Source: an optimization exercise on an open RTL-to-GDS flow (aim: small area, a short achievable clock period and few clock cycles per item). Production flows keep margins and buffers that such runs may drop. Only simulation tests tie the RTL to the original design; equivalence was not proved. Power is estimated from default activity; no workload was simulated.

==> flow/design.v, too long to show whole: its modules and the start of the top module <==
// module but64: 76 lines
// module booth64_cpx: 26 lines
// module booth64: 224 lines
// module tf1: 270 lines
// module tf2: 270 lines
// module tf3: 270 lines
// module fft: 867 lines
module fft
(
input clk,
input nrst,
input data_ok, 
input [63:0] serialin,
output wire in_ready, 
output wire [31:0] serialout_RE,
output wire [31:0] serialout_IM,
output reg [9:0] out_cnt,
output out_avail, 
output reg ram00en,ram01en,ram02en,ram03en,ram10en,ram11en,ram12en,ram13en,
output reg ram00we,ram01we,ram02we,ram03we,ram10we,ram11we,ram12we,ram13we,
output reg [7:0]addr00,addr01,addr02,addr03,addr10,addr11,addr12,addr13,
output reg [63:0]ram00_wdata,ram01_wdata,ram02_wdata,ram03_wdata,ram10_wdata,ram11_wdata,ram12_wdata,ram13_wdata,
input [63:0]ram00_rdata,ram01_rdata,ram02_rdata,ram03_rdata,ram10_rdata,ram11_rdata,ram12_rdata,ram13_rdata
);
  // ...
==> flow/run.sh <==
#!/bin/bash
# synth_recipe.tcl (not shown) runs the flow's synth.tcl, then flattens the netlist and writes it again
# the make line also repeats each setting of config.mk as NAME=value (left out here)
make -C /OpenROAD-flow-scripts/flow DESIGN_CONFIG=/design/flow/config.mk WORK_HOME=/design/flow/orfs CLKGATE_MAP_FILE= SYNTH_SCRIPT=/design/flow/synth_recipe.tcl finish
==> flow/config.mk <==
export PLATFORM = sky130hd
export DESIGN_NAME = fft
export DESIGN_NICKNAME = fft
export VERILOG_FILES = /design/flow/design.v
export SDC_FILE = /design/flow/constraint.sdc
export NUM_CORES = 8
export LEC_CHECK = 0
export CAP_MARGIN = 20
export CORE_MARGIN = 2
export CORE_UTILIZATION = 40
export SLEW_MARGIN = 20
export SYNTH_MEMORY_MAX_BITS = 65536
==> flow/constraint.sdc <==
create_clock -name core_clock -period 12.0 [get_ports {clk}]
set_input_delay 2.4000 -clock core_clock [delete_from_list [all_inputs] [get_ports {clk}]]
set_output_delay 2.4000 -clock core_clock [all_outputs]
set_load 0.01 [all_outputs]
==> impl_results.md, run 1 <==
* Async S/R FF share, synth at 0.397
* NonClk Buf Share at 0.0639
* Met3 routed WL at 199,000 um
* Reg2Reg Setup Slack at about 1.2 ns
* CTS Buffer Depth at 4
* Critical Path Max Stage Delay at 0.97 ns
* # hold bufs at CTS at 0
* GR Util met2 at 0.595
* Antenna diodes at 313
* Top Layer Used: met5
* Fin crit share at 0.902
* WP depth at 33
* Register bit count reported by yosys at between 4k and 5k
* Commonest non-fill, non-tap cell in the layout: a21oi_1
* Logic inverters at between 1.5k and 2k
* Post-cts resize count at 0
* Critical Path End: _but.X0[62]
* Wire length on met2 at between 700,000 and 800,000 um
* Wire length on met1 at 737,000 um
* Worst-path fanout max at 9
* Reg power frac at 0.453
* Status: timing/DRC/antenna clean
* Overall Power at around 33,000 uW
* CTS tree: yes
* CTS Buf Count at roughly 470
* Average size of a mapped cell at approximately 8 sq um
* Filler cell count at around 80k
* PnR worst setup slack at ~1.2 ns
* Multi-input combinational area share at 0.583
Testbench counts, summed over its fixed seeds: cycles 108,088, items 32.
==> module fft, before the edit <==
module fft
(
input clk,
input nrst,
input data_ok, 
input [63:0] serialin,
output wire in_ready, 
output wire [31:0] serialout_RE,
output wire [31:0] serialout_IM,
output reg [9:0] out_cnt,
output out_avail, 
output reg ram00en,ram01en,ram02en,ram03en,ram10en,ram11en,ram12en,ram13en,
output reg ram00we,ram01we,ram02we,ram03we,ram10we,ram11we,ram12we,ram13we,
output reg [7:0]addr00,addr01,addr02,addr03,addr10,addr11,addr12,addr13,
output reg [63:0]ram00_wdata,ram01_wdata,ram02_wdata,ram03_wdata,ram10_wdata,ram11_wdata,ram12_wdata,ram13_wdata,
input [63:0]ram00_rdata,ram01_rdata,ram02_rdata,ram03_rdata,ram10_rdata,ram11_rdata,ram12_rdata,ram13_rdata
);
wire enable=1'b1; 
localparam IDLE=3'b0;
localparam CT0=3'b1;
localparam CT1=3'd2;
localparam CT2=3'd3;
localparam CT3=3'd4;
localparam CT4=3'd5;
localparam OUT=3'd6;
reg [63:0] serialout;
reg out_delayen;
reg out_available;
assign serialout_RE=serialout[63:32];
assign serialout_IM=serialout[31:0];
assign out_avail=out_available|out_delayen;
assign in_ready=(state==IDLE)&&!input_ok;
reg input_ok;    
reg out_ok;   
reg out_do;         
reg buten;  
(* fsm_encoding = "none" *) reg [2:0] state; 
reg [63:0] buf_wdata0;      
reg [7:0]  buf_waddr0;     
reg [63:0] buf_0[2:0];     
reg [1:0]  buf_cnt0;     
reg        buf_full0;     
reg           buf_we0;
reg [63:0] buf_wdata1;
reg [7:0]  buf_waddr1;
reg [63:0] buf_1[2:0];
reg [1:0]  buf_cnt1;
reg        buf_full1;
reg           buf_we1;
reg [63:0] buf_wdata2;
reg [7:0]  buf_waddr2;
reg [63:0] buf_2[2:0];
reg [1:0]  buf_cnt2;
reg        buf_full2;
reg           buf_we2;
reg [63:0] buf_wdata3;
reg [7:0]  buf_waddr3;
reg [63:0] buf_3[2:0];
reg [1:0]  buf_cnt3;
reg        buf_full3;
reg           buf_we3;
wire        buf_clear;
assign        buf_clear=(!buf_full0)&&(!buf_full1)&&(!buf_full2)&&(!buf_full3);
reg ram0we;             
reg [7:0]  ram0_waddr;  
reg [7:0]  ram0_raddr;  
reg [63:0] ram0_wdata;  
wire[63:0] ram0_rdata;  
reg ram1we;    
reg [7:0]  ram1_waddr;
reg [7:0]  ram1_raddr;
reg [63:0] ram1_wdata;
wire[63:0] ram1_rdata; 
reg ram2we;    
reg [7:0]  ram2_waddr;
reg [7:0]  ram2_raddr;
reg [63:0] ram2_wdata;
wire[63:0] ram2_rdata;
reg ram3we;    
reg [7:0]  ram3_waddr;
reg [7:0]  ram3_raddr;
reg [63:0] ram3_wdata;
wire[63:0] ram3_rdata;
reg [7:0]rom_addr;
wire [63:0]TF1,TF2,TF3;
reg  [63:0]Y0,Y1,Y2,Y3;
wire [63:0] X0,X1,X2,X3;
wire fft_available; 
reg [7:0] cnt;    
reg [7:0] cntd1;  
reg [7:0] cntd2;  
reg [7:0] cntd3;  
reg [7:0] cntd4;  
reg [7:0] cntd5; 
reg [9:0] outcnt; 
reg [9:0] outcntd1; 
reg [9:0] outcntd2; 
reg [9:0] incnt; 
always@(posedge clk or negedge nrst)begin
if(!nrst)
begin
ram0_waddr<=8'b0;ram1_waddr<=8'b0;ram2_waddr<=8'b0;ram3_waddr<=8'b0;
ram0we<=1'b0;ram1we<=1'b0;ram2we<=1'b0;ram3we<=1'b0;
incnt<=10'b0;
input_ok<=1'b0;
end
else begin 
case(state)
IDLE:
begin
if(data_ok&&!input_ok&&enable)
begin
incnt<=incnt+1;
ram0_waddr<=incnt[7:0];ram1_waddr<=incnt[7:0];ram2_waddr<=incnt[7:0];ram3_waddr<=incnt[7:0];
case(incnt[9:8])
2'b00:begin ram0we<=1'b1;ram1we<=1'b0;ram2we<=1'b0;ram3we<=1'b0;ram0_wdata<=serialin; end
2'b01:begin ram0we<=1'b0;ram1we<=1'b1;ram2we<=1'b0;ram3we<=1'b0;ram1_wdata<=serialin; end
2'b10:begin ram0we<=1'b0;ram1we<=1'b0;ram2we<=1'b1;ram3we<=1'b0;ram2_wdata<=serialin; end
2'b11:begin ram0we<=1'b0;ram1we<=1'b0;ram2we<=1'b0;ram3we<=1'b1;ram3_wdata<=serialin; end
default:begin ram0we<=1'b0;ram1we<=1'b0;ram2we<=1'b0;ram3we<=1'b0; end
endcase
if(incnt==10'd1023)
begin
input_ok<=1'b1;         
end
else input_ok<=1'b0;
end
end
CT0:
begin
ram0we<=fft_available;ram1we<=ram0we;ram2we<=ram1we;ram3we<=ram2we;    
ram0_waddr<={cntd2[1:0],cntd2[7:2]};ram1_waddr<=ram0_waddr;ram2_waddr<=ram1_waddr;
end
CT1,CT2,CT3: 
begin
ram0we<=fft_available;ram1we<=ram0we;ram2we<=ram1we;ram3we<=ram2we;  
ram0_waddr<={cntd5[1:0],cntd5[7:2]};ram1_waddr<=ram0_waddr;ram2_waddr<=ram1_waddr;
end
OUT: 
begin
ram0we<=1'b0;ram1we<=1'b0;ram2we<=1'b0;ram3we<=1'b0;
input_ok<=1'b0;
end
endcase
end
end
always@(*)
begin
rom_addr=8'b0;
begin
case(state)
IDLE:
begin
end
CT0:
begin
rom_addr=8'b0;
end
CT1:
begin
rom_addr={cnt[7:6],6'b0};
end
CT2:
begin
rom_addr={cnt[7:4],4'b0};
end
CT3:
begin
rom_addr={cnt[7:2],2'b0};
end
CT4:
begin
rom_addr=cnt;
end
default:
begin
rom_addr=8'b0;
end
endcase 
end
end
always@(posedge clk or negedge nrst)
begin
if(!nrst)
begin
out_cnt<=10'b0;
outcnt<=10'b0;
outcntd1<=10'b0;
outcntd2<=10'b0;
out_available<=1'b0;
out_delayen<=1'b0;
out_do<=1'b0;
ram0_raddr<=8'b0;ram1_raddr<=8'b0;ram2_raddr<=8'b0;ram3_raddr<=8'b0;
end
else 
case(state)
OUT:
begin
if(!out_do)
begin
if(out_ok==1)
begin
out_do<=1'b1;
ram0_raddr<=8'b0;ram1_raddr<=8'b0;ram2_raddr<=8'b0;ram3_raddr<=8'b0;
end
else 
begin
ram0_raddr<=8'b0;ram1_raddr<=8'b0;ram2_raddr<=8'b0;ram3_raddr<=8'b0;
end
end
else if(out_do)
begin
outcnt<=outcnt+1'b1;
ram0_raddr<=outcnt[7:0];ram1_raddr<=outcnt[7:0];ram2_raddr<=outcnt[7:0];ram3_raddr<=outcnt[7:0];
if(outcnt==10'd1023)
begin
outcnt<=10'b0;
out_do<=1'b0;
end
end
outcntd1<=outcnt;
outcntd2<=outcntd1;
out_delayen<=out_available;
out_cnt<=outcntd1;
if(outcntd1==10'b1)
begin out_available<=1'b1; end
else if(outcntd2==10'd1023)
begin out_available<=1'b0; end
case(outcntd2[9:8])
2'b00:begin serialout<=ram10_rdata; end
2'b01:begin serialout<=ram11_rdata; end
2'b10:begin serialout<=ram12_rdata; end
2'b11:begin serialout<=ram13_rdata; end
default:serialout<=64'b0;
endcase
end
endcase
end
always@(posedge clk or negedge nrst)
begin
if(!nrst)
begin
state<=IDLE;
out_ok<=1'b0;
cnt<=0;
cntd1<=0;
cntd2<=0;
cntd3<=0;
cntd4<=0;
cntd5<=0;
end
else case(state)
IDLE: 
begin
if(enable&&input_ok&&(incnt==10'b0))
begin
cnt<=0;
state<=CT0;
end
else begin
cnt<=8'b0;
cntd1<=8'b0;
cntd2<=8'b0;
cntd3<=8'b0;
cntd4<=8'b0;
cntd5<=8'b0;
buten<=1'b0;
end
end
CT0:
begin
if(cnt==8'b0&&cntd5==8'b0)
begin
buten<=1'b1;
end
if(cntd1==8'd255)
begin
buten<=1'b0;
end
if(cntd5==8'd255)
begin
cnt<=8'd0;
cntd1<=8'd0;
cntd2<=8'd0;
cntd3<=8'd0;
cntd4<=8'b0;
if(buf_clear&&(!ram13we))
begin
state<=CT1;
cntd5<=8'd0;
end
end
else 
begin
cnt<=cnt+1'b1;
cntd1<=cnt;
cntd2<=cntd1;
cntd3<=cntd2;
cntd4<=cntd3;
cntd5<=cntd4;
end
end
CT1:    
begin
if(cnt==8'b0&&cntd5==8'b0)
begin
buten<=1'b1;
end
if(cntd1==8'd255)
begin
buten<=1'b0;
end
if(cntd5==8'd255)
begin
cnt<=8'd0;
cntd1<=8'd0;
cntd2<=8'd0;
cntd3<=8'd0;
cntd4<=8'd0;
if(buf_clear&&(!ram13we))
begin
state<=CT2;
cntd5<=8'd0;
end
end
else 
begin
cnt<=cnt+1'b1;
cntd1<=cnt;
cntd2<=cntd1;
cntd3<=cntd2;
cntd4<=cntd3;
cntd5<=cntd4;
end
end
CT2:    
begin
if(cnt==8'b0&&cntd5==8'b0)
begin
buten<=1'b1;
end
if(cntd1==8'd255)
begin
buten<=1'b0;
end
if(cntd5==8'd255)
begin
cnt<=8'd0;
cntd1<=8'd0;
cntd2<=8'd0;
cntd3<=8'd0;
cntd4<=8'd0;
if(buf_clear&&(!ram13we))
begin
state<=CT3;
cntd5<=8'd0;
end
end
else 
begin
cnt<=cnt+1'b1;
cntd1<=cnt;
cntd2<=cntd1;
cntd3<=cntd2;
cntd4<=cntd3;
cntd5<=cntd4;
end
end
CT3:    
begin
if(cnt==8'b0&&cntd5==8'b0)
begin
buten<=1'b1;
end
if(cntd1==8'd255)
begin
buten<=1'b0;
end
if(cntd5==8'd255)
begin
cnt<=8'd0;
cntd1<=8'd0;
cntd2<=8'b0;
cntd3<=8'b0;
cntd4<=8'b0;
if(buf_clear&&(!ram13we))
begin
state<=CT4;
cntd5<=8'd0;
end
end
else 
begin
cnt<=cnt+1'b1;
cntd1<=cnt;
cntd2<=cntd1;
cntd3<=cntd2;
cntd4<=cntd3;
cntd5<=cntd4;
end
end
CT4:    
begin
if(cnt==8'b0&&cntd5==8'b0)
begin
buten<=1'b1;
end
if(cntd1==8'd255)
begin
buten<=1'b0;
end
if(cntd5==8'd255)
begin
cnt<=8'd0;
cntd1<=8'd0;
cntd2<=8'b0;
cntd3<=8'b0;
cntd4<=8'b0;
if(buf_clear&&!fft_available)
begin
state<=OUT;
out_ok<=1'b1;
end
end
else 
begin
cnt<=cnt+1'b1;
cntd1<=cnt;
cntd2<=cntd1;
cntd3<=cntd2;
cntd4<=cntd3;
cntd5<=cntd4;
end
end
OUT:
begin
out_ok<=1'b0;
if(!out_ok&&!out_do&&!out_available&&!out_delayen) 
state<=IDLE;
end
endcase
end  
always@(posedge clk or negedge nrst)
begin
if(!nrst)
begin
buf_wdata0<=64'b0;
buf_waddr0<=8'b0;
buf_0[0]<=64'b0;
buf_0[1]<=64'b0;
buf_0[2]<=64'b0;
buf_cnt0<=2'b0;
buf_full0<=1'b0;
buf_we0<=1'b0;
buf_wdata1<=64'b0;
buf_waddr1<=8'b0;
buf_1[0]<=64'b0;
buf_1[1]<=64'b0;
buf_1[2]<=64'b0;
buf_cnt1<=2'b0;
buf_full1<=1'b0;
buf_we1<=1'b0;
buf_wdata2<=64'b0;
buf_waddr2<=8'b0;
buf_2[0]<=64'b0;
buf_2[1]<=64'b0;
buf_2[2]<=64'b0;
buf_cnt2<=2'b0;
buf_full2<=1'b0;
buf_we2<=1'b0;
buf_wdata3<=64'b0;
buf_waddr3<=8'b0;
buf_3[0]<=64'b0;
buf_3[1]<=64'b0;
buf_3[2]<=64'b0;
buf_cnt3<=2'b0;
buf_full3<=1'b0;
buf_we3<=1'b0;
end
else 
begin 
if(buf_full0) 
begin
case(state)
CT0:
begin
buf_wdata0<=buf_0[buf_cnt0];
buf_waddr0<={cntd5[1:0],cntd5[7:2]};
buf_we0<=1'b1;
if(buf_cnt0==2'd2)
begin
buf_cnt0<=2'b0;
buf_full0<=1'b0;
end
else buf_cnt0<=buf_cnt0+1'b1;
end
CT1,CT2,CT3: 
begin
buf_wdata0<=buf_0[buf_cnt0];
buf_waddr0<={cntd5[1:0],cntd5[7:2]};
buf_we0<=1'b1;
if(buf_cnt0==2'd2)
begin
buf_cnt0<=2'b0;
buf_full0<=1'b0;
end
else buf_cnt0<=buf_cnt0+1'b1;
end
default:
begin
buf_wdata0<=64'b0;
buf_waddr0<=8'b0;
buf_we0<=1'b0;
buf_cnt0<=2'b0;
buf_full0<=1'b0;
end
endcase
end
else 
begin
case(state)
CT0:if(cntd5[1:0]==2'b0&&fft_available)
begin
buf_wdata0<=X0;
buf_waddr0<={cntd5[1:0],cntd5[7:2]};
buf_we0<=1'b1;
buf_0[0]<=X1;
buf_0[1]<=X2;
buf_0[2]<=X3;
buf_full0<=1'b1;
end
CT1,CT2,CT3:if(cntd5[1:0]==2'b0&&fft_available)
begin
buf_wdata0<=X0;
buf_waddr0<={cntd5[1:0],cntd5[7:2]};
buf_we0<=1'b1;
buf_0[0]<=X1;
buf_0[1]<=X2;
buf_0[2]<=X3;
buf_full0<=1'b1;
end
default:
begin
buf_wdata0<=64'b0;
buf_waddr0<=8'b0;
buf_we0<=1'b0;
buf_0[0]<=64'b0;
buf_0[1]<=64'b0;
buf_0[2]<=64'b0;
buf_full0<=1'b0;
end
endcase
end    
if(buf_full1) 
begin
case(state)
CT0:
begin
buf_wdata1<=buf_1[buf_cnt1];
buf_waddr1<=buf_waddr0;
buf_we1<=1'b1;
if(buf_cnt1==2'd2)
begin
buf_cnt1<=2'b0;
buf_full1<=1'b0;
end
else buf_cnt1<=buf_cnt1+1'b1;
end
CT1,CT2,CT3:
begin
buf_wdata1<=buf_1[buf_cnt1];
buf_waddr1<=buf_waddr0;
buf_we1<=1'b1;
if(buf_cnt1==2'd2)
begin
buf_cnt1<=2'b0;
buf_full1<=1'b0;
end
else buf_cnt1<=buf_cnt1+1'b1;
end
default:
begin
buf_wdata1<=64'b0;
buf_waddr1<=8'b0;
buf_we1<=1'b0;
buf_cnt1<=2'b0;
buf_full1<=1'b0;
end
endcase
end
else begin
case(state)
CT0:if(cntd5[1:0]==2'b1&&fft_available)
begin
buf_wdata1<=X0;
buf_waddr1<=buf_waddr0;
buf_we1<=1'b1;
buf_1[0]<=X1;
buf_1[1]<=X2;
buf_1[2]<=X3;
buf_full1<=1'b1;
end
CT1,CT2,CT3:
begin
if(cntd5[1:0]==2'b1&&fft_available)
begin
buf_wdata1<=X0;
buf_waddr1<=buf_waddr0;
buf_we1<=1'b1;
buf_1[0]<=X1;
buf_1[1]<=X2;
buf_1[2]<=X3;
buf_full1<=1'b1;
end
end
default:
begin
buf_wdata1<=64'b0;
buf_waddr1<=8'b0;
buf_we1<=1'b0;
buf_1[0]<=64'b0;
buf_1[1]<=64'b0;
buf_1[2]<=64'b0;
buf_full1<=1'b0;
end
endcase
end    
if(buf_full2) 
begin
case(state)
CT0:
begin
buf_wdata2<=buf_2[buf_cnt2];
buf_waddr2<=buf_waddr1;
buf_we2<=1'b1;
if(buf_cnt2==2'd2)
begin
buf_cnt2<=2'b0;
buf_full2<=1'b0;
end
else buf_cnt2<=buf_cnt2+1'b1;
end
CT1,CT2,CT3:
begin
buf_wdata2<=buf_2[buf_cnt2];
buf_waddr2<=buf_waddr1;
buf_we2<=1'b1;
if(buf_cnt2==2'd2)
begin
buf_cnt2<=2'b0;
buf_full2<=1'b0;
end
else buf_cnt2<=buf_cnt2+1'b1;
end
default:
begin
        buf_wdata2<=64'b0;
        buf_waddr2<=8'b0;
        buf_we2<=1'b0;
        buf_cnt2<=2'b0;
        buf_full2<=1'b0;
end
endcase
end
else 
begin
case(state)
CT0:if(cntd5[1:0]==2'b10&&fft_available)
begin
buf_wdata2<=X0;
buf_waddr2<=buf_waddr1;
buf_we2<=1'b1;
buf_2[0]<=X1;
buf_2[1]<=X2;
buf_2[2]<=X3;
buf_full2<=1'b1;
end
CT1,CT2,CT3:if(cntd5[1:0]==2'b10&&fft_available)
begin
buf_wdata2<=X0;
buf_waddr2<=buf_waddr1;
buf_we2<=1'b1;
buf_2[0]<=X1;
buf_2[1]<=X2;
buf_2[2]<=X3;
buf_full2<=1'b1;
end
default:
begin
buf_wdata2<=64'b0;
buf_waddr2<=8'b0;
buf_we2<=1'b0;
buf_2[0]<=64'b0;
buf_2[1]<=64'b0;
buf_2[2]<=64'b0;
buf_full2<=1'b0;
end
endcase
end    
if(buf_full3) 
begin
case(state)
CT0:
begin
buf_wdata3<=buf_3[buf_cnt3];
buf_waddr3<=buf_waddr2;
buf_we3<=1'b1;
if(buf_cnt3==2'd2)
begin
buf_cnt3<=2'b0;
buf_full3<=1'b0;
end
else buf_cnt3<=buf_cnt3+1'b1;
end
CT1,CT2,CT3:
begin
buf_wdata3<=buf_3[buf_cnt3];
buf_waddr3<=buf_waddr2;
buf_we3<=1'b1;
if(buf_cnt3==2'd2)
begin
buf_cnt3<=2'b0;
buf_full3<=1'b0;
end
else buf_cnt3<=buf_cnt3+1'b1;
end
default:
begin
buf_wdata3<=64'b0;
buf_waddr3<=64'b0;
buf_we3<=1'b0;
buf_cnt3<=2'b0;
buf_full3<=1'b0;
end
endcase
end
else 
begin
case(state)
CT0:if(cntd5[1:0]==2'd3&&fft_available)
begin
buf_wdata3<=X0;
buf_waddr3<=buf_waddr2;
buf_we3<=1'b1;
buf_3[0]<=X1;
buf_3[1]<=X2;
buf_3[2]<=X3;
buf_full3<=1'b1;
end
CT1,CT2,CT3:if(cntd5[1:0]==2'd3&&fft_available)
begin
buf_wdata3<=X0;
buf_waddr3<=buf_waddr2;
buf_we3<=1'b1;
buf_3[0]<=X1;
buf_3[1]<=X2;
buf_3[2]<=X3;
buf_full3<=1'b1;
end
default:
begin
buf_wdata3<=64'b0;
buf_waddr3<=64'b0;
buf_we3<=1'b0;
buf_3[0]<=64'b0;
buf_3[1]<=64'b0;
buf_3[2]<=64'b0;
buf_full3<=1'b0;
end
endcase
end    
end
end
always@(*)
begin
ram00en=1'b0;ram01en=1'b0;ram02en=1'b0;ram03en=1'b0;ram10en=1'b0;ram11en=1'b0;ram12en=1'b0;ram13en=1'b0;
ram00we=1'b0;ram01we=1'b0;ram02we=1'b0;ram03we=1'b0;ram10we=1'b0;ram11we=1'b0;ram12we=1'b0;ram13we=1'b0;
addr00=8'b0;addr01=8'b0;addr02=8'b0;addr03=8'b0;addr10=8'b0;addr11=8'b0;addr12=8'b0;addr13=8'b0;
ram00_wdata=64'b0;ram01_wdata=64'b0;ram02_wdata=64'b0;ram03_wdata=64'b0;ram10_wdata=64'b0;ram11_wdata=64'b0;ram12_wdata=64'b0;ram13_wdata=64'b0;
case(state)
IDLE:
begin
ram00en=1'b1;ram01en=1'b1;ram02en=1'b1;ram03en=1'b1;ram10en=1'b0;ram11en=1'b0;ram12en=1'b0;ram13en=1'b0;
ram00we=ram0we; ram01we=ram1we; ram02we=ram2we; ram03we=ram3we;ram10we=0;ram11we=0;ram12we=0;ram13we=0;
addr00=ram0_waddr; addr01=ram1_waddr; addr02=ram2_waddr; addr03=ram3_waddr;
ram00_wdata=ram0_wdata; ram01_wdata=ram1_wdata; ram02_wdata=ram2_wdata; ram03_wdata=ram3_wdata;
end
CT0:
begin
ram00en=1'b1;ram01en=1'b1;ram02en=1'b1;ram03en=1'b1;ram10en=1'b1;ram11en=1'b1;ram12en=1'b1;ram13en=1'b1;
ram00we=1'b0;ram01we=1'b0;ram02we=1'b0;ram03we=1'b0;ram10we=ram0we;ram11we=ram1we;ram12we=ram2we;ram13we=ram3we;
addr00={cnt[1:0],cnt[7:2]};addr01={cnt[1:0],cnt[7:2]};addr02={cnt[1:0],cnt[7:2]};addr03={cnt[1:0],cnt[7:2]};addr10=buf_waddr0;addr11=buf_waddr1;addr12=buf_waddr2;addr13=buf_waddr3;
ram10_wdata=buf_wdata0;ram11_wdata=buf_wdata1;ram12_wdata=buf_wdata2;ram13_wdata=buf_wdata3;
end
CT1:
begin
ram00en=1'b1;ram01en=1'b1;ram02en=1'b1;ram03en=1'b1;ram10en=1'b1;ram11en=1'b1;ram12en=1'b1;ram13en=1'b1;
ram00we=ram0we;ram01we=ram1we;ram02we=ram2we;ram03we=ram3we;ram10we=1'b0;ram11we=1'b0;ram12we=1'b0;ram13we=1'b0;
addr00=buf_waddr0;addr01=buf_waddr1;addr02=buf_waddr2;addr03=buf_waddr3;addr10={cnt[7:6],cnt[1:0],cnt[5:2]};addr11=addr10;addr12=addr11;addr13=addr12;
ram00_wdata=buf_wdata0;ram01_wdata=buf_wdata1;ram02_wdata=buf_wdata2;ram03_wdata=buf_wdata3;
end
CT2:
begin
ram00en=1'b1;ram01en=1'b1;ram02en=1'b1;ram03en=1'b1;ram10en=1'b1;ram11en=1'b1;ram12en=1'b1;ram13en=1'b1;
ram00we=1'b0;ram01we=1'b0;ram02we=1'b0;ram03we=1'b0;ram10we=ram0we;ram11we=ram1we;ram12we=ram2we;ram13we=ram3we;
addr00={cnt[7:4],cnt[1:0],cnt[3:2]};addr01=addr00;addr02=addr00;addr03=addr00;addr10=buf_waddr0;addr11=buf_waddr1;addr12=buf_waddr2;addr13=buf_waddr3;
ram10_wdata=buf_wdata0;ram11_wdata=buf_wdata1;ram12_wdata=buf_wdata2;ram13_wdata=buf_wdata3;
end
CT3:
begin
ram00en=1'b1;ram01en=1'b1;ram02en=1'b1;ram03en=1'b1;ram10en=1'b1;ram11en=1'b1;ram12en=1'b1;ram13en=1'b1;
ram00we=ram0we;ram01we=ram1we;ram02we=ram2we;ram03we=ram3we;ram10we=1'b0;ram11we=1'b0;ram12we=1'b0;ram13we=1'b0;
addr00=buf_waddr0;addr01=buf_waddr1;addr02=buf_waddr2;addr03=buf_waddr3;addr10=cnt;addr11=addr10;addr12=addr11;addr13=addr12;
ram00_wdata=buf_wdata0;ram01_wdata=buf_wdata1;ram02_wdata=buf_wdata2;ram03_wdata=buf_wdata3;
end
CT4:
begin
ram00en=1'b1;ram01en=1'b1;ram02en=1'b1;ram03en=1'b1;ram10en=1'b1;ram11en=1'b1;ram12en=1'b1;ram13en=1'b1;
ram00we=1'b0;ram01we=1'b0;ram02we=1'b0;ram03we=1'b0;ram10we=fft_available;ram11we=ram10we;ram12we=ram10we;ram13we=ram10we;
addr00=cnt;addr01=addr00;addr02=addr00;addr03=addr00;addr10=cntd5;addr11=addr10;addr12=addr10;addr13=addr10;
ram10_wdata=X0;ram11_wdata=X1;ram12_wdata=X2;ram13_wdata=X3;
end                
OUT:
begin
ram00en=1'b0;ram01en=1'b0;ram02en=1'b0;ram03en=1'b0;ram10en=1'b1;ram11en=1'b1;ram12en=1'b1;ram13en=1'b1;
ram00we=0; ram01we=0; ram02we=0; ram03we=0;
ram10we=0; ram11we=0; ram12we=0; ram13we=0;
addr10=ram0_raddr; addr11=ram1_raddr; addr12=ram2_raddr; addr13=ram3_raddr; 
end
endcase 
end
tf1 _tf1(clk,1'b1,rom_addr,TF1);
tf2 _tf2(clk,1'b1,rom_addr,TF2);
tf3 _tf3(clk,1'b1,rom_addr,TF3);  
always@(*)
begin
Y0=64'b0;Y1=64'b0;Y2=64'b0;Y3=64'b0;
case(state)
IDLE:
begin
end
CT0,CT2,CT4:
begin
Y0=ram00_rdata;Y1=ram01_rdata;Y2=ram02_rdata;Y3=ram03_rdata;  
end
CT1,CT3:
begin
Y0=ram10_rdata;Y1=ram11_rdata;Y2=ram12_rdata;Y3=ram13_rdata;  
end
default:
begin
Y0=64'b0;Y1=64'b0;Y2=64'b0;Y3=64'b0;
end
endcase
end
but64 _but
(
Y0,Y1,Y2,Y3,
state,           
TF1,TF2,TF3,  
clk,                   
nrst,                    
X0,X1,X2,X3,
buten,
fft_available
);
endmodule 
==> run 2, diff against run 1 <==
==> flow/design.v (replaced) <==
module bmul_rows(input [31:0] x, input [14:0] dg, output [159:0] rows, output [31:0] negs);
genvar i;
generate for (i=0;i<5;i=i+1) begin : g
  wire one = dg[3*i], two = dg[3*i+1], neg = dg[3*i+2];
  wire [31:0] sel = ({32{one}} & x) | ({32{two}} & {x[30:0],1'b0});
  wire [31:0] sh = (sel ^ {32{neg}}) << (2*i);
  assign rows[32*i+31:32*i] = sh;
end endgenerate
assign negs = {23'b0, dg[14], 1'b0, dg[11], 1'b0, dg[8], 1'b0, dg[5], 1'b0, dg[2]};
endmodule
module cmul(input clk, input [63:0] y, input [29:0] tw, output reg [63:0] o);
wire [31:0] a = y[63:32], b = y[31:0];
wire [14:0] dc = tw[29:15], dd = tw[14:0];
wire [14:0] dnd;
booth_neg nd(.a(dd), .n(1'b1), .y(dnd));
wire [159:0] ac, bnd, ad, bc;
wire [31:0] nac, nbnd, nad, nbc;
bmul_rows m0(.x(a), .dg(dc),  .rows(ac),  .negs(nac));
bmul_rows m1(.x(b), .dg(dnd), .rows(bnd), .negs(nbnd));
bmul_rows m2(.x(a), .dg(dd),  .rows(ad),  .negs(nad));
bmul_rows m3(.x(b), .dg(dc),  .rows(bc),  .negs(nbc));
wire [31:0] re = ac[31:0] + ac[63:32] + ac[95:64] + ac[127:96] + ac[159:128]
               + bnd[31:0] + bnd[63:32] + bnd[95:64] + bnd[127:96] + bnd[159:128]
               + nac + nbnd;
wire [31:0] im = ad[31:0] + ad[63:32] + ad[95:64] + ad[127:96] + ad[159:128]
               + bc[31:0] + bc[63:32] + bc[95:64] + bc[127:96] + bc[159:128]
               + nad + nbc;
always @(posedge clk) o <= {{8{re[31]}}, re[31:8], {8{im[31]}}, im[31:8]};
endmodule
module bfly(input [63:0] y0, o1, o2, o3, output [63:0] z0, z1, z2, z3);
wire [31:0] y0r = y0[63:32], y0i = y0[31:0];
wire [31:0] o1r = o1[63:32], o1i = o1[31:0], o2r = o2[63:32], o2i = o2[31:0], o3r = o3[63:32], o3i = o3[31:0];
wire [31:0] u0r = y0r + o2r, u0i = y0i + o2i, u1r = y0r - o2r, u1i = y0i - o2i;
wire [31:0] v0r = o1r + o3r, v0i = o1i + o3i, v1r = o1r - o3r, v1i = o1i - o3i;
assign z0 = {u0r + v0r, u0i + v0i};
assign z1 = {u1r + v1i, u1i - v1r};
assign z2 = {u0r - v0r, u0i - v0i};
assign z3 = {u1r - v1i, u1i + v1r};
endmodule
module tw_oct(input [7:0] r, output reg [29:0] q);  
always @(*) begin
  case (r)
  8'd0: q = 30'h08000000;
  8'd1: q = 30'h0800000e;
  8'd2: q = 30'h0800000d;
  8'd3: q = 30'h08000009;
  8'd4: q = 30'h08000016;
  8'd5: q = 30'h08000070;
  8'd6: q = 30'h08000071;
  8'd7: q = 30'h0800006d;
  8'd8: q = 30'h08000069;
  8'd9: q = 30'h08000046;
  8'd10: q = 30'h08000040;
  8'd11: q = 30'h08028041;
  8'd12: q = 30'h0802804d;
  8'd13: q = 30'h08028048;
  8'd14: q = 30'h08028056;
  8'd15: q = 30'h080280b0;
  8'd16: q = 30'h080280b1;
  8'd17: q = 30'h080280ad;
  8'd18: q = 30'h080300a8;
  8'd19: q = 30'h08030086;
  8'd20: q = 30'h08030085;
  8'd21: q = 30'h08030381;
  8'd22: q = 30'h0803038e;
  8'd23: q = 30'h08148388;
  8'd24: q = 30'h08148396;
  8'd25: q = 30'h08148395;
  8'd26: q = 30'h08148371;
  8'd27: q = 30'h0814036e;
  8'd28: q = 30'h08140368;
  8'd29: q = 30'h08140369;
  8'd30: q = 30'h08140345;
  8'd31: q = 30'h08168340;
  8'd32: q = 30'h0816834e;
  8'd33: q = 30'h0816834d;
  8'd34: q = 30'h08170349;
  8'd35: q = 30'h08170355;
  8'd36: q = 30'h08170230;
  8'd37: q = 30'h0818822e;
  8'd38: q = 30'h0818822d;
  8'd39: q = 30'h08188229;
  8'd40: q = 30'h08180206;
  8'd41: q = 30'h08180200;
  8'd42: q = 30'h08180201;
  8'd43: q = 30'h08aa820d;
  8'd44: q = 30'h08aa8208;
  8'd45: q = 30'h08ab0216;
  8'd46: q = 30'h08ab0215;
  8'd47: q = 30'h08a48271;
  8'd48: q = 30'h08a4826e;
  8'd49: q = 30'h08a48268;
  8'd50: q = 30'h08a40269;
  8'd51: q = 30'h08a40245;
  8'd52: q = 30'h08a68240;
  8'd53: q = 30'h08a6824e;
  8'd54: q = 30'h08a7024d;
  8'd55: q = 30'h08a70249;
  8'd56: q = 30'h08a08256;
  8'd57: q = 30'h08a082b0;
  8'd58: q = 30'h08a002b1;
  8'd59: q = 30'h08a282ad;
  8'd60: q = 30'h08a282a8;
  8'd61: q = 30'h08a30286;
  8'd62: q = 30'h08a30285;
  8'd63: q = 30'h08b48581;
  8'd64: q = 30'h08b4858e;
  8'd65: q = 30'h08b4058d;
  8'd66: q = 30'h08b68589;
  8'd67: q = 30'h08b68596;
  8'd68: q = 30'h08b70570;
  8'd69: q = 30'h08b88571;
  8'd70: q = 30'h08b8856d;
  8'd71: q = 30'h08b80568;
  8'd72: q = 30'h08ca8569;
  8'd73: q = 30'h08ca8545;
  8'd74: q = 30'h08cb0540;
  8'd75: q = 30'h08c4854e;
  8'd76: q = 30'h08c4854d;
  8'd77: q = 30'h08c40549;
  8'd78: q = 30'h08c68556;
  8'd79: q = 30'h08c68555;
  8'd80: q = 30'h08c70431;
  8'd81: q = 30'h08c0842e;
  8'd82: q = 30'h08c0042d;
  8'd83: q = 30'h08c00429;
  8'd84: q = 30'h0d428406;
  8'd85: q = 30'h0d431c00;
  8'd86: q = 30'h0d549c01;
  8'd87: q = 30'h0d541c0e;
  8'd88: q = 30'h0d541c08;
  8'd89: q = 30'h0d569c09;
  8'd90: q = 30'h0d571c16;
  8'd91: q = 30'h0d589c70;
  8'd92: q = 30'h0d581c71;
  8'd93: q = 30'h0d2a9c6e;
  8'd94: q = 30'h0d2a9c68;
  8'd95: q = 30'h0d2b1c69;
  8'd96: q = 30'h0d249c46;
  8'd97: q = 30'h0d241c40;
  8'd98: q = 30'h0d269c41;
  8'd99: q = 30'h0d271c4e;
  8'd100: q = 30'h0d209c4d;
  8'd101: q = 30'h0d201c49;
  8'd102: q = 30'h0d229c56;
  8'd103: q = 30'h0d229c55;
  8'd104: q = 30'h0d231cb0;
  8'd105: q = 30'h0d349cae;
  8'd106: q = 30'h0d341cad;
  8'd107: q = 30'h0d369ca8;
  8'd108: q = 30'h0d371ca9;
  8'd109: q = 30'h0d389c85;
  8'd110: q = 30'h0d381b80;
  8'd111: q = 30'h0d0a9b81;
  8'd112: q = 30'h0d0b1b8e;
  8'd113: q = 30'h0d049b88;
  8'd114: q = 30'h0d041b89;
  8'd115: q = 30'h0d069b96;
  8'd116: q = 30'h0d071b95;
  8'd117: q = 30'h0d009b70;
  8'd118: q = 30'h0d001b6e;
  8'd119: q = 30'h0d029b6d;
  8'd120: q = 30'h0d031b68;
  8'd121: q = 30'h0d149b69;
  8'd122: q = 30'h0d141b46;
  8'd123: q = 30'h0d171b45;
  8'd124: q = 30'h0d189b41;
  8'd125: q = 30'h0d181b4e;
  8'd126: q = 30'h0daa9b4d;
  8'd127: q = 30'h0dab1b48;
  8'd128: q = 30'h0da49b49;
  default: q = 30'h0;
  endcase
end
endmodule
module booth_neg(input [14:0] a, input n, output [14:0] y);
genvar i;
generate for (i=0;i<5;i=i+1) begin : g
  assign y[3*i+1:3*i] = a[3*i+1:3*i];
  assign y[3*i+2] = a[3*i+2] ^ (n & (a[3*i] | a[3*i+1]));
end endgenerate
endmodule
module tw_gen(input [9:0] e, output [29:0] tw);
wire [2:0] o = e[9:7];
wire [7:0] r = o[0] ? (8'd128 - {1'b0,e[6:0]}) : {1'b0,e[6:0]};
wire [29:0] q;
tw_oct t(.r(r), .q(q));
wire swap = o[0] ^ o[1];
wire negc = o[2] ^ o[1];
wire negd = ~o[2];
wire [14:0] c0 = swap ? q[14:0] : q[29:15];
wire [14:0] d0 = swap ? q[29:15] : q[14:0];
booth_neg nc(.a(c0), .n(negc), .y(tw[29:15]));
booth_neg nd(.a(d0), .n(negd), .y(tw[14:0]));
endmodule
module fft
(
input clk,
input nrst,
input data_ok,
input [63:0] serialin,
output wire in_ready,
output wire [31:0] serialout_RE,
output wire [31:0] serialout_IM,
output reg [9:0] out_cnt,
output reg out_avail,
output wire ram00en,ram01en,ram02en,ram03en,ram10en,ram11en,ram12en,ram13en,
output wire ram00we,ram01we,ram02we,ram03we,ram10we,ram11we,ram12we,ram13we,
output wire [7:0]addr00,addr01,addr02,addr03,addr10,addr11,addr12,addr13,
output wire [63:0]ram00_wdata,ram01_wdata,ram02_wdata,ram03_wdata,ram10_wdata,ram11_wdata,ram12_wdata,ram13_wdata,
input [63:0]ram00_rdata,ram01_rdata,ram02_rdata,ram03_rdata,ram10_rdata,ram11_rdata,ram12_rdata,ram13_rdata
);
localparam D0 = 8;           
localparam C_IDLE = 2'd0, C_PEND = 2'd1, C_RUN = 2'd2;
localparam O_IDLE = 2'd0, O_PEND = 2'd1, O_RUN = 2'd2;
reg        in_act;           
reg  [9:0] in_cnt;           
reg        Qi;               
reg        in_ready_r;
reg [63:0] in_reg;           
reg  [1:0] cst;              
reg  [2:0] cs;
reg  [7:0] cb;
reg  [2:0] cgap;
reg        cbub;
reg        Qc;
reg  [1:0] ost;              
reg  [9:0] ocnt;
reg  [1:0] ogap;
reg p1v, p2v, p3v, p4v;
reg [2:0] p1s, p2s, p3s, p4s;
reg [7:0] p1b, p2b, p3b, p4b;
reg p1q, p2q, p3q, p4q;
reg o1v, o2v;
reg [9:0] o1k, o2k;
reg [7:0] men, mwe;
reg [7:0] maddr [0:7];
reg [3:0] rsel, rsel_d;      
reg [63:0] X0, X1, X2, X3;
reg [63:0] Y0, Y1, Y2, Y3;
reg [29:0] TW1, TW2, TW3;
wire [63:0] O1, O2, O3;
reg [63:0] serialout;
assign in_ready = in_ready_r;
assign serialout_RE = serialout[63:32];
assign serialout_IM = serialout[31:0];
wire take = data_ok & in_ready_r;
function rside(input [2:0] s, input q, input [1:0] p);
  rside = (p == 2'd0 || p == 2'd3) ? (s[0] ? q : ~q) : s[0];
endfunction
wire s4busy   = (cst == C_RUN && cs == 3'd4) || ost == O_PEND;
wire obusy12  = (cst == C_RUN && cs == 3'd4) || ost == O_PEND || (ost == O_RUN && ocnt < 10'd768);
wire start_in = !in_act && (cst == C_IDLE || (cst == C_RUN && cs == 3'd4 && cb >= D0));
reg        in_act_n, Qi_n, handover;
reg  [9:0] in_cnt_n;
reg        in_ready_n;
always @(*) begin
  in_act_n = in_act; in_cnt_n = in_cnt; Qi_n = Qi; handover = 1'b0;
  if (take) begin
    in_cnt_n = in_cnt + 10'd1;
    if (in_cnt == 10'd1023) begin in_act_n = 1'b0; handover = 1'b1; Qi_n = ~Qi; end
  end
  if (start_in) in_act_n = 1'b1;
  case (in_cnt_n[9:8])
    2'd0: in_ready_n = in_act_n;
    2'd1, 2'd2: in_ready_n = in_act_n && !s4busy;
    default: in_ready_n = in_act_n && !obusy12 && !(take && in_cnt[9:8] == 2'd2);  
  endcase
end
reg  [1:0] cst_n; reg [2:0] cs_n; reg [7:0] cb_n; reg [2:0] cgap_n; reg cbub_n, Qc_n, issc, s4last;
always @(*) begin
  cst_n = cst; cs_n = cs; cb_n = cb; cgap_n = cgap; cbub_n = 1'b0; Qc_n = Qc; issc = 1'b0; s4last = 1'b0;
  case (cst)
    C_PEND: if (cgap != 3'd0) cgap_n = cgap - 3'd1;
            else if (ost == O_IDLE) begin cst_n = C_RUN; cs_n = 3'd1; cb_n = 8'd0; end
    C_RUN:  if (cgap != 3'd0) cgap_n = cgap - 3'd1;
            else if (!cbub) begin
              issc = 1'b1; cb_n = cb + 8'd1;
              if (cb[5:0] == 6'd63 && cb != 8'd255) cbub_n = 1'b1;
              if (cb == 8'd255) begin
                if (cs == 3'd4) begin cst_n = C_IDLE; s4last = 1'b1; end
                else begin cs_n = cs + 3'd1; cgap_n = 3'd4; end
              end
            end
    default: ;
  endcase
  if (handover) begin cst_n = C_PEND; cgap_n = 3'd2; Qc_n = Qi; end
end
reg [1:0] ost_n; reg [9:0] ocnt_n; reg [1:0] ogap_n; reg oiss;
always @(*) begin
  ost_n = ost; ocnt_n = ocnt; ogap_n = ogap; oiss = 1'b0;
  case (ost)
    O_PEND: if (ogap != 2'd0) ogap_n = ogap - 2'd1; else begin ost_n = O_RUN; ocnt_n = 10'd256; end
    O_RUN:  begin oiss = 1'b1; ocnt_n = ocnt + 10'd1; if (ocnt == 10'd1023) ost_n = O_IDLE; end
    default: ;
  endcase
  if (s4last) begin ost_n = O_PEND; ogap_n = 2'd3; end
end
wire       iss0  = in_ready_n && in_cnt_n[9:8] == 2'd3;
wire       iss_v = issc | iss0;
wire [2:0] iss_s = issc ? cs : 3'd0;
wire [7:0] iss_b = issc ? cb : in_cnt_n[7:0];
wire       iss_q = issc ? Qc : Qi;
wire [1:0] iss_r = (iss_s == 3'd0) ? 2'd0 : iss_b[7:6];
wire [1:0] p1r   = (p1s == 3'd0) ? 2'd0 : p1b[7:6];
wire [1:0] p2r   = (p2s == 3'd0) ? 2'd0 : p2b[7:6];
wire [1:0] p3r   = (p3s == 3'd0) ? 2'd0 : p3b[7:6];
reg [1:0] w4;
always @(*) case (p4s)
  3'd0: w4 = p4b[7:6]; 3'd1: w4 = p4b[5:4]; 3'd2: w4 = p4b[3:2]; 3'd3: w4 = p4b[1:0]; default: w4 = 2'd0;
endcase
function [7:0] waddr(input [2:0] s, input [7:0] b, input [1:0] j);
  case (s)
    3'd0: waddr = {j, b[5:0]};
    3'd1: waddr = {j, b[7:6], b[3:0]};
    3'd2: waddr = {j, b[7:4], b[1:0]};
    3'd3: waddr = {j, b[7:2]};
    default: waddr = b;
  endcase
endfunction
reg [7:0] men_n, mwe_n;
reg [7:0] maddr_n [0:7];
reg [3:0] rsel_n;
integer k, p;
always @(*) begin
  men_n = 8'd0; mwe_n = 8'd0; rsel_n = rsel;
  for (k = 0; k < 8; k = k + 1) maddr_n[k] = 8'd0;
  if (iss_v) for (k = 1; k < 4; k = k + 1) if (iss_s != 3'd0 || k != 3) begin
    p = (k + iss_r) & 3;
    men_n[{rside(iss_s, iss_q, p[1:0]), p[1:0]}] = 1'b1;
    maddr_n[{rside(iss_s, iss_q, p[1:0]), p[1:0]}] = iss_b;
    rsel_n[p] = rside(iss_s, iss_q, p[1:0]);
  end
  if (p1v) begin
    men_n[{rside(p1s, p1q, p1r), p1r}] = 1'b1;
    maddr_n[{rside(p1s, p1q, p1r), p1r}] = p1b;
    rsel_n[p1r] = rside(p1s, p1q, p1r);
  end
  if (p4v) for (k = 0; k < 4; k = k + 1) if (p4s != 3'd4 || k != 0) begin
    men_n[{~rside(p4s, p4q, k[1:0]), k[1:0]}] = 1'b1;
    mwe_n[{~rside(p4s, p4q, k[1:0]), k[1:0]}] = 1'b1;
    maddr_n[{~rside(p4s, p4q, k[1:0]), k[1:0]}] = waddr(p4s, p4b, k[1:0] - w4);
  end
  if (take && in_cnt[9:8] != 2'd3) begin
    men_n[{in_cnt[9:8] == 2'd0 ? ~Qi : 1'b0, in_cnt[9:8]}] = 1'b1;
    mwe_n[{in_cnt[9:8] == 2'd0 ? ~Qi : 1'b0, in_cnt[9:8]}] = 1'b1;
    maddr_n[{in_cnt[9:8] == 2'd0 ? ~Qi : 1'b0, in_cnt[9:8]}] = in_cnt[7:0];
  end
  if (oiss) begin
    men_n[{ocnt[9:8] == 2'd3 ? Qc : 1'b1, ocnt[9:8]}] = 1'b1;
    maddr_n[{ocnt[9:8] == 2'd3 ? Qc : 1'b1, ocnt[9:8]}] = ocnt[7:0];
    rsel_n[ocnt[9:8]] = (ocnt[9:8] == 2'd3) ? Qc : 1'b1;
  end
end
always @(posedge clk or negedge nrst) begin
  if (!nrst) begin
    in_act <= 1'b0; in_cnt <= 10'd0; Qi <= 1'b1; in_ready_r <= 1'b0;
    cst <= C_IDLE; cs <= 3'd0; cb <= 8'd0; cgap <= 3'd0; cbub <= 1'b0; Qc <= 1'b0;
    ost <= O_IDLE; ocnt <= 10'd0; ogap <= 2'd0;
    p1v <= 1'b0; p2v <= 1'b0; p3v <= 1'b0; p4v <= 1'b0;
    o1v <= 1'b0; o2v <= 1'b0;
    men <= 8'd0; mwe <= 8'd0;
    out_avail <= 1'b0;
  end else begin
    in_act <= in_act_n; in_cnt <= in_cnt_n; Qi <= Qi_n; in_ready_r <= in_ready_n;
    cst <= cst_n; cs <= cs_n; cb <= cb_n; cgap <= cgap_n; cbub <= cbub_n; Qc <= Qc_n;
    ost <= ost_n; ocnt <= ocnt_n; ogap <= ogap_n;
    p1v <= iss_v;
    p2v <= p1v && (p1s != 3'd0 || take);
    p3v <= p2v; p4v <= p3v;
    o1v <= oiss; o2v <= o1v;
    men <= men_n; mwe <= mwe_n;
    out_avail <= (p4v && p4s == 3'd4) || o2v;
  end
end
integer m;
always @(posedge clk) begin
  in_reg <= serialin;
  p1s <= iss_s; p1b <= iss_b; p1q <= iss_q;
  p2s <= p1s; p2b <= p1b; p2q <= p1q;
  p3s <= p2s; p3b <= p2b; p3q <= p2q;
  p4s <= p3s; p4b <= p3b; p4q <= p3q;
  o1k <= ocnt; o2k <= o1k;
  for (m = 0; m < 8; m = m + 1) maddr[m] <= maddr_n[m];
  rsel <= rsel_n; rsel_d <= rsel;
end
wire [63:0] rdp0 = rsel_d[0] ? ram10_rdata : ram00_rdata;
wire [63:0] rdp1 = rsel_d[1] ? ram11_rdata : ram01_rdata;
wire [63:0] rdp2 = rsel_d[2] ? ram12_rdata : ram02_rdata;
wire [63:0] rdp3 = rsel_d[3] ? ram13_rdata : ram03_rdata;
function [63:0] pick(input [1:0] i, input [63:0] a0, a1, a2, a3);
  case (i) 2'd0: pick = a0; 2'd1: pick = a1; 2'd2: pick = a2; default: pick = a3; endcase
endfunction
reg [7:0] idx2;
always @(*) case (p2s)
  3'd1: idx2 = {p2b[7:6], 6'd0};
  3'd2: idx2 = {p2b[7:4], 4'd0};
  3'd3: idx2 = {p2b[7:2], 2'd0};
  3'd4: idx2 = p2b;
  default: idx2 = 8'd0;
endcase
wire [9:0] e1 = {2'd0, idx2}, e2 = {1'b0, idx2, 1'b0}, e3 = e1 + e2;
wire [29:0] tw1, tw2, tw3;
tw_gen g1(.e(e1), .tw(tw1));
tw_gen g2(.e(e2), .tw(tw2));
tw_gen g3(.e(e3), .tw(tw3));
always @(posedge clk) begin
  Y1 <= pick(p2r + 2'd1, rdp0, rdp1, rdp2, rdp3);
  Y2 <= pick(p2r + 2'd2, rdp0, rdp1, rdp2, rdp3);
  Y3 <= (p2s == 3'd0) ? in_reg : pick(p2r + 2'd3, rdp0, rdp1, rdp2, rdp3);
  Y0 <= pick(p3r, rdp0, rdp1, rdp2, rdp3);
  TW1 <= tw1; TW2 <= tw2; TW3 <= tw3;
end
cmul c1(.clk(clk), .y(Y1), .tw(TW1), .o(O1));
cmul c2(.clk(clk), .y(Y2), .tw(TW2), .o(O2));
cmul c3(.clk(clk), .y(Y3), .tw(TW3), .o(O3));
wire [63:0] Z0, Z1, Z2, Z3;
bfly bf(.y0(Y0), .o1(O1), .o2(O2), .o3(O3), .z0(Z0), .z1(Z1), .z2(Z2), .z3(Z3));
wire tk0 = take && in_cnt[9:8] == 2'd0;
wire tk1 = take && in_cnt[9:8] == 2'd1;
wire tk2 = take && in_cnt[9:8] == 2'd2;
always @(posedge clk) begin
  X0 <= tk0 ? serialin : pick(2'd0 - w4, Z0, Z1, Z2, Z3);
  X1 <= tk1 ? serialin : pick(2'd1 - w4, Z0, Z1, Z2, Z3);
  X2 <= tk2 ? serialin : pick(2'd2 - w4, Z0, Z1, Z2, Z3);
  X3 <= pick(2'd3 - w4, Z0, Z1, Z2, Z3);
  if (o2v) begin
    serialout <= pick(o2k[9:8], rdp0, rdp1, rdp2, rdp3);
    out_cnt <= o2k + 10'd1;
  end else begin
    serialout <= Z0;
    out_cnt <= {2'd0, p4b} + 10'd1;
  end
end
assign {ram13en,ram12en,ram11en,ram10en,ram03en,ram02en,ram01en,ram00en} = men;
assign {ram13we,ram12we,ram11we,ram10we,ram03we,ram02we,ram01we,ram00we} = mwe;
assign addr00 = maddr[0]; assign addr01 = maddr[1]; assign addr02 = maddr[2]; assign addr03 = maddr[3];
assign addr10 = maddr[4]; assign addr11 = maddr[5]; assign addr12 = maddr[6]; assign addr13 = maddr[7];
assign ram00_wdata = X0; assign ram10_wdata = X0;
assign ram01_wdata = X1; assign ram11_wdata = X1;
assign ram02_wdata = X2; assign ram12_wdata = X2;
assign ram03_wdata = X3; assign ram13_wdata = X3;
endmodule
==> run 2 against run 1 <==
Against the previous run: final area decreased by 54%; largest cell class unchanged; synthesized cell count decreased by 53%; die area down 53%; non-clock buffer count decreased by 971; maximum frequency up 31%; setup slack better by 2.5 ns; combinational power rose to 4.3 times the previous value; still clean.
==> impl_results.md, run 2 <==
* Startpoint class of the critical path: register (unchanged)
* Num ports at 1,247 (unchanged)
* Worst setup EP type: register (unchanged)
* Top post-synthesis cells by count: xnor2_1 (1,911), inv_1 (1,753), a22oi_1 (1,380) (was a21oi_1 (4,091), nor2_1 (4,011), ha_1 (3,017))
* Worst hold path type: reg -> reg (unchanged)
* Starting density of the core at 0.402 (was 0.401)
* DIE HEIGHT at 622 um (was 908 um)
* Core area at 379,000 sq um (was 816,000 sq um)
* Async S/R FF share, synth at 0.0628 (was 0.397)
* Post-DP HPWL at 625,000 um (was 1,460,000 um)
* Post-CTS setup buffers at 0 (unchanged)
* Most area-consuming cells after synthesis: fa_1 (17%), dfxtp_1 (13%), xnor2_1 (11%), ha_1 (7.9%), a22oi_1 (6.8%) (was dfxtp_1 (13%), dfrtp_1 (13%), ha_1 (12%), a21oi_1 (6.3%), xnor2_1 (6.0%))
* Cell count after synthesis at 18.7k (was 39.9k)
* Slew @ Worst Pin at 1.37 ns (was 1.39 ns)
* Max-cap viol count at 0 (unchanged)
* Count leader, synth: xnor2_1 (was a21oi_1)
* Critical Path Max Stage Delay at 0.76 ns (was 0.97 ns)
* Fin. Hold Viols at 0 (unchanged)
* Mapped cell area at 153,000 sq um (was 327,000 sq um)
* DRC viols at 0 (unchanged)
* Routed length per instance at 33.2 um (was 35.4 um)
* Vias in the first global route at 139k (was 303k)
* Main combinational cell family by area after synthesis: adder cells (was compound AO/OA/AOI/OAI gates)
* Clk slew on worst S/H paths at 0.07 ns (was 0.06 ns)
* Mux cell area share after synthesis at 0.0428 (was 0.0159)
* Gp weighted congestion at 1.10 (was 1.06)
* Cell variety after synth at 106 (was 123)
* Via/cell ratio at 6.20 (was 6.41)
* Peak VDD IR at 0.000136 V (was 0.000179 V)
* Drt initial violations at 21.3k (was 45.4k)
* CTS tree: yes (unchanged)
* Die X-Extent at 622 um (was 908 um)
* # hold bufs at CTS at 0 (unchanged)
* Area grow syn2layout at 13.5% (was 14.1%)
* Largest area contributor in the netlist: fa_1 (was dfxtp_1)
* Root Driver: clkbuf_16 (unchanged)
* Synth top area share at 0.169 (was 0.133)
* Worst EP required at 12.78 ns (was 13.07 ns)
* Setup Viol. Count Final at 0 (unchanged)
* Largest net degree at the start of global routing at 163 (was 159)
* Setup TNS at 0 ns (unchanged)
* Slew headroom at 0.0889 (was 0.0559)
* Clk latency of the worst-skew pair at 0.95 ns (was 1.22 ns)
* CTS Buffer Depth at 4 (unchanged)
* Syn nets at 21.5k (was 43.9k)
* Initial antenna violation count at 168 (was 345)
* Nets at 21.5k (was 44.3k)
* Register Area at 22,200 sq um (was 94,600 sq um)
* Critical path class: reg -> reg (unchanged)
* Slowest CP cell: o31ai_1 (was a221oi_1)
* Filler cell count at 37.5k (was 80.3k)
* Slew Viols, Final at 0 (unchanged)
* I/O Buffers at 1,246 (unchanged)
* Status: timing/DRC/antenna clean (unchanged)
* Total track usage at 0.394 (was 0.424)
* Post-synthesis simple-gate area fraction at 0.110 (was 0.138)
* EDFF count, synth at 0 (was 321)
* CTS Buf Count at 146 (was 471)
* Layout Cells excl Fill at 24.0k (was 51.8k)
* Placed insts at 23.5k (was 50.6k)
* Fin Clk Skew at 0.0855 ns (was 0.174 ns)
* # H-tree levels at 4 (was 5)
* Ys flop type: dfxtp_1 (unchanged)
* Crit path top cell by count: fa_1
* Worst-path fanout max at 23 (was 9)
* WL final at 797,000 um (was 1,840,000 um)
* Seq/Total Area, Yosys at 0.144 (was 0.289)
* Die Footprint at 386,000 sq um (was 825,000 sq um)
* Most frequent cells in the layout: xnor2_1 (1,890), inv_1 (1,751), a22oi_1 (1,380) (was a21oi_1 (4,084), nor2_1 (3,972), ha_1 (2,991))
* Pleak at 0.0703 uW (was 0.166 uW)
* Via count at 149k (was 332k)
* TritonCTS sink count at 1,083 (was 4,149)
* Fin crit share at 0.690 (was 0.902)
* Synth Area in XOR/XNOR at 0.129 (was 0.0735)
* Post-cts resize count at 0 (unchanged)
* Final min period at 8.28 ns (was 10.82 ns)
* CP Cell Sequence: buf_4 > clkinv_1 > buf_4 > xnor2_1 > fa_1 > inv_1 > fa_1 > fa_1 > fa_1 > fa_1 > ha_1 > nand4_1 > o31ai_1 > a21boi_0 > a21oi_1 > a211oi_1 > o31ai_1 > and2_1 > o21a_1 > o21a_1 > o22ai_1 > xnor2_1
* Multi-input gate area at 116,000 sq um (was 218,000 sq um)
* Routed Antenna Nets at 0 (unchanged)
* CP arrival at 9.06 ns (was 11.89 ns)
* Layout cell share with drive strength beyond 1 at 0.0685 (was 0.0742)
* Row cnt at 226 (was 332)
* Global-route wire length before repair at 1,100,000 um (was 2,490,000 um)
* Commonest non-fill, non-tap cell in the layout: xnor2_1 (was a21oi_1)
* Register bit count reported by yosys at 1,083 (was 4,149)
* Synth Area in Compound Gates at 0.228 (was 0.286)
* Ys Warns at 5 (was 11)
* RSZ-0062 raised after global routing: no (unchanged)
* First drt pass iteration count at 9 (was 13)
* Post-Synth Adder-Cell Area at 0.247 (was 0.146)
* Total gr overflow at 0 (unchanged)
* Average size of a mapped cell at 8.17 sq um (was 8.20 sq um)
* Power density over the cells at 124 nW/um^2 (was 89.5 nW/um^2)
* Max Clk Rate at 0.121 GHz (was 0.0924 GHz)
-- run 2: kinds of logic (layout without fill, tap and decap cells) --
group           Yosys count  count (layout)
compound gates         5110            5110
xor+xnor               2249            2249
fa+ha+maj              2245            2245
buf+inv                3703            3777
flops                  1083            1083
mux                     550             550
other cells               0             221
simple gates           3743            3743
-- run 2: through the flow --
| stage | instance area [sq um] | setup slack (ns) | power, uW | util | hold slack [ns] |
|---|---|---|---|---|---|
| global placement | 168000 | 3.86 | 16200 | 0.441 | 0.311 |
| global route | 173000 | 3.34 | 22100 | 0.456 | 0.331 |
| finish | 173000 | 3.72 | 21500 | 0.457 | 0.324 |
| detailed placement | 168000 | 3.79 | 16200 | 0.442 | 0.312 |
| CTS | 173000 | 3.76 | 21000 | 0.455 | 0.322 |
| floorplan | 153000 | 5.48 | 10500 | - | 0.310 |
-- run 2: critical path, delay by kind of cell (launching register included) --
kind / cells / cell delay, ns
compound gates: 8 / 3.00
xor+xnor: 2 / 0.33
fa+ha+maj: 6 / 2.54
buf+inv: 4 / 1.50
flops: 1 / 0.31
simple gates: 2 / 0.36
-- run 2: where the power goes --
part / leakage (uW) / switching [uW] / total, uW / internal, uW
sequential: 0.00936 / 986 / 5260 / 4280
combinational: 0.0585 / 7150 / 11400 / 4250
clock: 0.00242 / 2070 / 4810 / 2740
total: 0.0703 / 10200 / 21500 / 11300
-- run 2: path summary, 6_finish.rpt --
path / startpoint / end / slack, ns / cells after the start
worst min-delay path: p3b[1] / p4b[1] / 0.32 / 0
worst max-delay path: TW1[26] / c1.o[19] / 3.72 / 22
worst max register to register: TW1[26] / c1.o[19] / 3.72 / 22
min in group asynchronous: nrst / mwe[4] / 1.68 / 2
worst min register to register: p3b[1] / p4b[1] / 0.32 / 0
max in group asynchronous: nrst / o2v / 9.49 / 2
-- run 2: layer usage --
metal,vias to the layer above,track usage,share of wire
met3,2201,0.137,0.12
met2,10139,0.591,0.42
li1,64045,-,-
met4,102,0.293,0.091
met5,-,0,0.00082
met1,72298,0.466,0.36
-- run 2: area by class of cell --
| class | instances | share of cell area |
|---|---|---|
| Inverter | 1786 | 0.0387 |
| Tap cell | 5016 | 0.0362 |
| Clock inverter | 71 | 0.00585 |
| Antenna cell | 221 | 0.00319 |
| Timing Repair Buffer | 1738 | 0.0934 |
| Multi-Input combinational cell | 13897 | 0.672 |
| Clock buffer | 182 | 0.0231 |
| Sequential cell | 1083 | 0.128 |
Testbench counts of run 2, summed over its fixed seeds: cycles 66,632, items 32.

==> port drivers added, routing unchanged <==
In the flow no input, the clock included, has a driving cell. The finished layouts below were timed again as built, in two steps.
Step 1 (the two cells are an assumption about what drives the block):
set clk [get_ports {clk}]
set_driving_cell -lib_cell sky130_fd_sc_hd__clkbuf_16 $clk
set_driving_cell -lib_cell sky130_fd_sc_hd__buf_2 [delete_from_list [all_inputs] $clk]
Step 2 also shifts input and output timing later by t, the mid clock arrival at the registers, as if the neighbouring blocks saw the same clock.
a / b / c = no drivers / after step 1 / after step 2; a / b = the first two.
run	t (ns)	slack for setup (ns)	hold WS [ns]	worst register clock-pin slew, ns	worst data-port slew with drivers (ns)
run 1	1.291	1.178 / 1.178 / 0.426	0.313 / 0.313 / 0.313	0.09 / 0.09	0.44
run 2	1.028	3.722 / 3.722 / 3.722	0.324 / 0.324 / 0.324	0.08 / 0.08	0.48
After both steps every run listed still meets setup and hold. The setup slack of run 1, which loses most, moves by 0.000 ns with the drivers and by -0.752 ns with both steps.
